What follows belongs to an exercise in optimizing a design on an open flow for small area, a short achievable clock period and few clock cycles per item; a production flow would make more cautious choices.
RTL that was checked went through simulation tests only; none was proved equivalent to the original.
Power is estimated from default activity; no workload was simulated.

## SME
module SME(clk,reset,chardata,isstring,ispattern,valid,match,match_index);
input clk;
input reset;
input [7:0] chardata;
input isstring;
input ispattern;
output match;
output [4:0] match_index;
output valid;
localparam [6:0] HAT    = 7'h5E ;  
localparam [6:0] DOLLAR = 7'h24 ;  
localparam [6:0] POINT  = 7'h2E ;  
localparam [6:0] STAR   = 7'h2A ;  
localparam [6:0] SPACE  = 7'h20 ;  
reg  [6:0] str_B_rf [0:31];
reg  [5:0] str_length_cnt;
reg        isstring_d, ispattern_d;
reg [32:0] F;
reg  [4:0] off;           
reg        star_seen;
reg        valid_r, match_r;
reg  [4:0] match_index_r;
wire [6:0] c = chardata[6:0];
wire c_hat    = c == HAT;
wire c_dollar = c == DOLLAR;
wire c_star   = c == STAR;
wire c_point  = c == POINT;
wire c_body   = ~c_hat & ~c_star & ~c_dollar;
wire first    = ispattern & ~ispattern_d;
wire [31:0] inS;      
wire [31:0] sp;       
wire [31:0] eq;       
genvar j;
generate
for (j = 0; j < 32; j = j + 1) begin: POS
    assign inS[j] = str_length_cnt > 31 - j;
    assign sp[j]  = str_B_rf[j] == SPACE;
    assign eq[j]  = c_point | str_B_rf[j] == c;
end
endgenerate
wire [32:0] hatmask = {1'b0, inS & ~{inS[30:0], 1'b0} | inS & {sp[30:0], 1'b0}};
wire [32:0] dmask   = {1'b1, sp};
wire [32:0] pre [0:6];
assign pre[0] = F;
genvar l;
generate
for (l = 0; l < 6; l = l + 1) begin: PRE
  ...
Settings: LEC_CHECK=0, ABC_CLOCK_PERIOD_IN_PS=2700, CAP_MARGIN=20, CORE_MARGIN=2, CORE_UTILIZATION=40, CTS_CLUSTER_DIAMETER=80, CTS_CLUSTER_SIZE=30, SETUP_SLACK_MARGIN=4.2, SLEW_MARGIN=20; clock period 6.5 ns.
standard.sh (not shown) runs the stock make flow with config.mk's settings and CLKGATE_MAP_FILE= SYNTH_SCRIPT=/design/flow/synth_recipe.tcl, a recipe that flattens the netlist after the stock synthesis.
==> flow/flow/run.sh <==
#!/bin/bash
# The standard layout (standard.sh), with timing repair free to resize a
# gate to a cell of another footprint: the platform sets MATCH_CELL_FOOTPRINT=1,
# which limits resizing to cells of the same size.  make's full output goes to
# standard.log; the ORFS tools' own logs stay under orfs/logs.
set -euo pipefail
bash standard.sh MATCH_CELL_FOOTPRINT=0 finish > standard.log 2>&1
The baseline went through all stages and came out clean.
Testbench counts at the start, summed over its fixed seeds: cycles 12,373, items 1,114.
Rerun with:
==> flow/run.sh (new file) <==
#!/bin/bash
# synth_recipe.tcl (not shown) runs the flow's synth.tcl, then flattens the netlist and writes it again
# the make line also repeats each setting of config.mk as NAME=value (left out here)
make -C /OpenROAD-flow-scripts/flow DESIGN_CONFIG=/design/flow/config.mk WORK_HOME=/design/flow/orfs CLKGATE_MAP_FILE= SYNTH_SCRIPT=/design/flow/synth_recipe.tcl finish
Settings changed: ABC_AREA set to 1, ABC_CLOCK_PERIOD_IN_PS 2700 to not set, CTS_CLUSTER_DIAMETER 80 to not set, CTS_CLUSTER_SIZE 30 to not set, SETUP_SLACK_MARGIN 4.2 to 3.8.
removed: flow/flow/run.sh
removed: flow/standard.sh
Global-route usage is higher by 0.51 points.
Wire length went up by about 7%.
Via count is higher by about 8%.
Worst hold slack degrades by 0.029 ns.
Die area rose by about 1.4%.
First-iteration DRC count went up by 25%.
Setup slack gets worse by 0.69 ns.
Core utilization shrinks by 1.0 points.
Fmax came out lower by about 20%.
Area after synthesis increases by about 1.5%.
Power came out higher by 10%.
Rerun with:
Settings changed: ABC_AREA 1 to not set, ABC_CLOCK_PERIOD_IN_PS set to 2700, CTS_CLUSTER_DIAMETER set to 80, CTS_CLUSTER_SIZE set to 30.
Outcome: Sequential share of layout area went up by 2.6 points. Core utilization went down by 1.5 points. Synthesized cell count went down by 15%.
Rerun with:
Settings changed: SETUP_SLACK_MARGIN 3.8 to 3.6.
The changed run went through all stages and came out clean. Total power drops by about 1.4%. Worst setup slack got worse by 0.12 ns. Wire length drops by about 5%. Non-clock buffer count drops by 22. Clock power stays flat. Sequential cell count does not change. Cell area drops by 3.8%.
Rerun with:
Settings changed: ABC_CLOCK_PERIOD_IN_PS 2700 to not set, CTS_CLUSTER_DIAMETER 80 to not set, CTS_CLUSTER_SIZE 30 to not set, SETUP_SLACK_MARGIN 3.6 to not set.
Result: Die area does not change; global-route usage stays flat; hold slack loses 0.0032 ns; non-clock buffer count drops by 19.

========
Another version of the RTL of SME (not shown whole).
Size in the first run: roughly 14,000 µm² of cells after synthesis.
Design SME, start of the top module:
module SME(clk,reset,chardata,isstring,ispattern,valid,match,match_index);
input clk;
input reset;
input [7:0] chardata;
input isstring;
input ispattern;
output match;
output [4:0] match_index;
output valid;
localparam [6:0] HAT    = 7'h5E ;  
localparam [6:0] DOLLAR = 7'h24 ;  
localparam [6:0] POINT  = 7'h2E ;  
localparam [6:0] STAR   = 7'h2A ;  
localparam [6:0] SPACE  = 7'h20 ;  
reg  [6:0] str_B_rf [0:31];
reg  [5:0] str_length_cnt;
reg        isstring_d, ispattern_d;
reg [33:0] F;
reg  [4:0] off;           
reg        star_seen;
reg        valid_r, match_r;
reg  [4:0] match_index_r;
wire [6:0] c = chardata[6:0];
wire c_hat    = c == HAT;
wire c_dollar = c == DOLLAR;
wire c_star   = c == STAR;
wire c_point  = c == POINT;
wire c_body   = ~c_hat & ~c_star;
wire first    = ispattern & ~ispattern_d;
wire [6:0] cc = (c_hat | c_dollar) ? SPACE : c;
wire [31:0] inS;      
wire [31:0] eq;       
genvar j;
generate
for (j = 0; j < 32; j = j + 1) begin: POS
    assign inS[j] = str_length_cnt > 31 - j;
    assign eq[j]  = c_point | str_B_rf[j] == cc;
end
endgenerate
wire [32:0] start = {1'b0, inS & ~{inS[30:0], 1'b0}};
wire [32:0] pre [0:6];
assign pre[0] = F[32:0];
genvar l;
generate
for (l = 0; l < 6; l = l + 1) begin: PRE
    for (j = 0; j < 33; j = j + 1) begin: B
        if ((j >> l) & 1)
            assign pre[l+1][j] = pre[l][j] | pre[l][((j >> l) << l) - 1];
        else
            assign pre[l+1][j] = pre[l][j];
    end
end
endgenerate
reg [4:0] fs;
integer k;
always @(*) begin
    fs = 5'd0;
    for (k = 33; k >= 0; k = k - 1)
        if (F[k]) fs = k[4:0];
end
wire [4:0] fs_idx = fs + off;
integer i;
always @(posedge clk)
begin: STR_RF
    if(isstring)
    begin
        for (i = 0; i < 31; i = i + 1)
            str_B_rf[i] <= str_B_rf[i+1];
        str_B_rf[31] <= c;
    end
end
always @(posedge clk)
begin: LEN_CNT
    if(isstring)
        str_length_cnt <= isstring_d ? str_length_cnt + 6'd1 : 6'd1;
end
always @(posedge clk or posedge reset)
begin: FLAGS
    if(reset)
    begin
        isstring_d  <= 1'b0;
        ispattern_d <= 1'b0;
        valid_r     <= 1'b0;
        match_r     <= 1'b0;
    end
    else
    begin
        isstring_d  <= isstring;
        ispattern_d <= ispattern;
        valid_r     <= ispattern_d & ~ispattern;
  ...
clock: 6.5 ns
lec_check: 0
abc_clock_period_in_ps: 2700
cap_margin: 20
core_margin: 2
core_utilization: 40
setup_slack_margin: 3.8
slew_margin: 20
run.sh (not shown) runs the stock make flow with config.mk's settings and CLKGATE_MAP_FILE= SYNTH_SCRIPT=/design/flow/synth_recipe.tcl, a recipe that flattens the netlist after the stock synthesis.
Stock flow here: none of the scripts above is used.
Next try:
Settings changed: ABC_AREA set to 1, ABC_CLOCK_PERIOD_IN_PS 2700 to unset.
Effect: Routed wire length came out lower by 25%. Global-route usage came out lower by 3.1 points. Hold slack gets worse by 0.0064 ns. Cell area came out lower by 7.7%. Power came out lower by 0.63%. Clock-buffer cell count came out higher by 1. Maximum frequency came out lower by 16%.
Next try:
Settings changed: ABC_AREA 1 to unset, ABC_CLOCK_PERIOD_IN_PS set to 1500, SETUP_SLACK_MARGIN 3.8 to 4.2.
Hold slack is better by 0.0033 ns; power came out higher by 6.2%; setup slack gains 0.53 ns; global-route usage goes up by 5.4 points.
Function was not checked in any run of this note: the RTL went through the layout flow alone.

========
SME, a different RTL version from the one above (not shown whole).
clock: 6.5 ns
lec_check: 0
abc_clock_period_in_ps: 2700
cap_margin: 20
core_margin: 2
core_utilization: 40
cts_cluster_diameter: 80
cts_cluster_size: 30
setup_slack_margin: 4.2
slew_margin: 20
standard.sh (not shown) runs the stock make flow with config.mk's settings and CLKGATE_MAP_FILE= SYNTH_SCRIPT=/design/flow/synth_recipe.tcl, a recipe that flattens the netlist after the stock synthesis.
==> flow/flow/run.sh <==
#!/bin/bash
# The standard layout (standard.sh), with timing repair free to resize a
# gate to a cell of another footprint: the platform sets MATCH_CELL_FOOTPRINT=1,
# which limits resizing to cells of the same size.  make's full output goes to
# standard.log; the ORFS tools' own logs stay under orfs/logs.
set -euo pipefail
bash standard.sh MATCH_CELL_FOOTPRINT=0 finish > standard.log 2>&1
Edit:
==> flow/run.sh (new file) <==
#!/bin/bash
# synth_recipe.tcl (not shown) runs the flow's synth.tcl, then flattens the netlist and writes it again
# the make line also repeats each setting of config.mk as NAME=value (left out here)
make -C /OpenROAD-flow-scripts/flow DESIGN_CONFIG=/design/flow/config.mk WORK_HOME=/design/flow/orfs CLKGATE_MAP_FILE= SYNTH_SCRIPT=/design/flow/synth_recipe.tcl finish
SETUP_SLACK_MARGIN = 3.8   (was 4.2)
removed: flow/flow/run.sh
removed: flow/standard.sh
Register-to-register slack is better by 0.11 ns.
Setup slack is better by 0.11 ns.
Via count goes down by 9.1%.
Edit:
==> flow/flow/run.sh (new file) <==
#!/bin/bash
# The standard layout (standard.sh), with timing repair free to resize a
# gate to a cell of another footprint: the platform sets MATCH_CELL_FOOTPRINT=1,
# which limits resizing to cells of the same size.  make's full output goes to
# standard.log; the ORFS tools' own logs stay under orfs/logs.
set -euo pipefail
bash standard.sh MATCH_CELL_FOOTPRINT=0 finish > standard.log 2>&1
==> flow/standard.sh (new file) <==
#!/bin/bash
# synth_recipe.tcl (not shown) runs the flow's synth.tcl, then flattens the netlist and writes it again
# the make line also repeats each setting of config.mk as NAME=value (left out here)
make -C /OpenROAD-flow-scripts/flow DESIGN_CONFIG=/design/flow/config.mk WORK_HOME=/design/flow/orfs CLKGATE_MAP_FILE= SYNTH_SCRIPT=/design/flow/synth_recipe.tcl "${@:-finish}"
SETUP_SLACK_MARGIN = 4.0   (was 3.8)
removed: flow/run.sh
Clock skew is about the same.
Sequential share of layout area is lower by 2.5 points.
Setup slack is worse by 0.070 ns.
Fmax drops by about 2.5%.
Cell area went up by about 5%.
Core utilization goes up by 2.4 points.
Wire length increases by about 3.8%.
Register-to-register slack is worse by 0.07 ns.
Sequential cell count stays the same.
Combinational power goes up by about 8%.
No run of this note included a check of the RTL's function; only the layout flow was run.

afterwards: timing with drivers on the ports:
No port has a modelled driver above. Below, the same layouts with a new extraction and two added sets of constraints. Step 1: set_driving_cell puts a clkbuf_16 on clk and a buf_2 on each other input, an assumption about the parent block. Step 2 times the ports against the registers' clock, not the clock port: input delays grow and output delays shrink by t, the midpoint of the rising clock arrivals with the driver on. Slacks: ideal / step 1 / step 2; pairs: ideal / step 1.
| run | t, ns | setup slack, ns | worst hold slack (ns) | worst register clock-pin slew, ns | worst data-port slew with drivers (ns) |
|---|---|---|---|---|---|
| the first run of note 1 | 0.571 | 3.815 / 3.822 / 3.251 | 0.489 / 0.489 / 0.489 | 0.11 / 0.11 | 0.08 |
| the second run of note 1 | 0.597 | 3.129 / 3.129 / 3.129 | 0.460 / 0.460 / 0.460 | 0.07 / 0.07 | 0.06 |
| the third run of note 1 | 0.565 | 3.755 / 3.747 / 3.182 | 0.490 / 0.490 / 0.490 | 0.12 / 0.12 | 0.08 |
| the fourth run of note 1 | 0.572 | 3.635 / 3.657 / 3.085 | 0.490 / 0.490 / 0.490 | 0.12 / 0.12 | 0.04 |
| the fifth run of note 1 | 0.625 | 2.612 / 2.642 / 2.017 | 0.487 / 0.487 / 0.487 | 0.06 / 0.06 | 0.03 |
| the first run of note 2 | 0.623 | 3.710 / 3.713 / 3.105 | 0.469 / 0.469 / 0.469 | 0.07 / 0.07 | 0.07 |
| the second run of note 2 | 0.615 | 3.168 / 3.168 / 2.740 | 0.463 / 0.463 / 0.463 | 0.07 / 0.07 | 0.06 |
| the third run of note 2 | 0.623 | 3.702 / 3.679 / 3.056 | 0.466 / 0.466 / 0.466 | 0.07 / 0.07 | 0.18 |
| the first run of note 3 | 0.567 | 3.601 / 3.601 / 3.408 | 0.487 / 0.487 / 0.487 | 0.12 / 0.12 | 0.23 |
| the second run of note 3 | 0.559 | 3.708 / 3.708 / 3.206 | 0.483 / 0.483 / 0.483 | 0.11 / 0.11 | 0.05 |
| the third run of note 3 | 0.562 | 3.637 / 3.637 / 3.472 | 0.485 / 0.485 / 0.485 | 0.12 / 0.12 | 0.09 |
After both steps setup and hold are still met in every run listed. The setup slack of the third run of note 2, which loses most, moves by -0.023 ns with the drivers and by -0.646 ns with both steps.
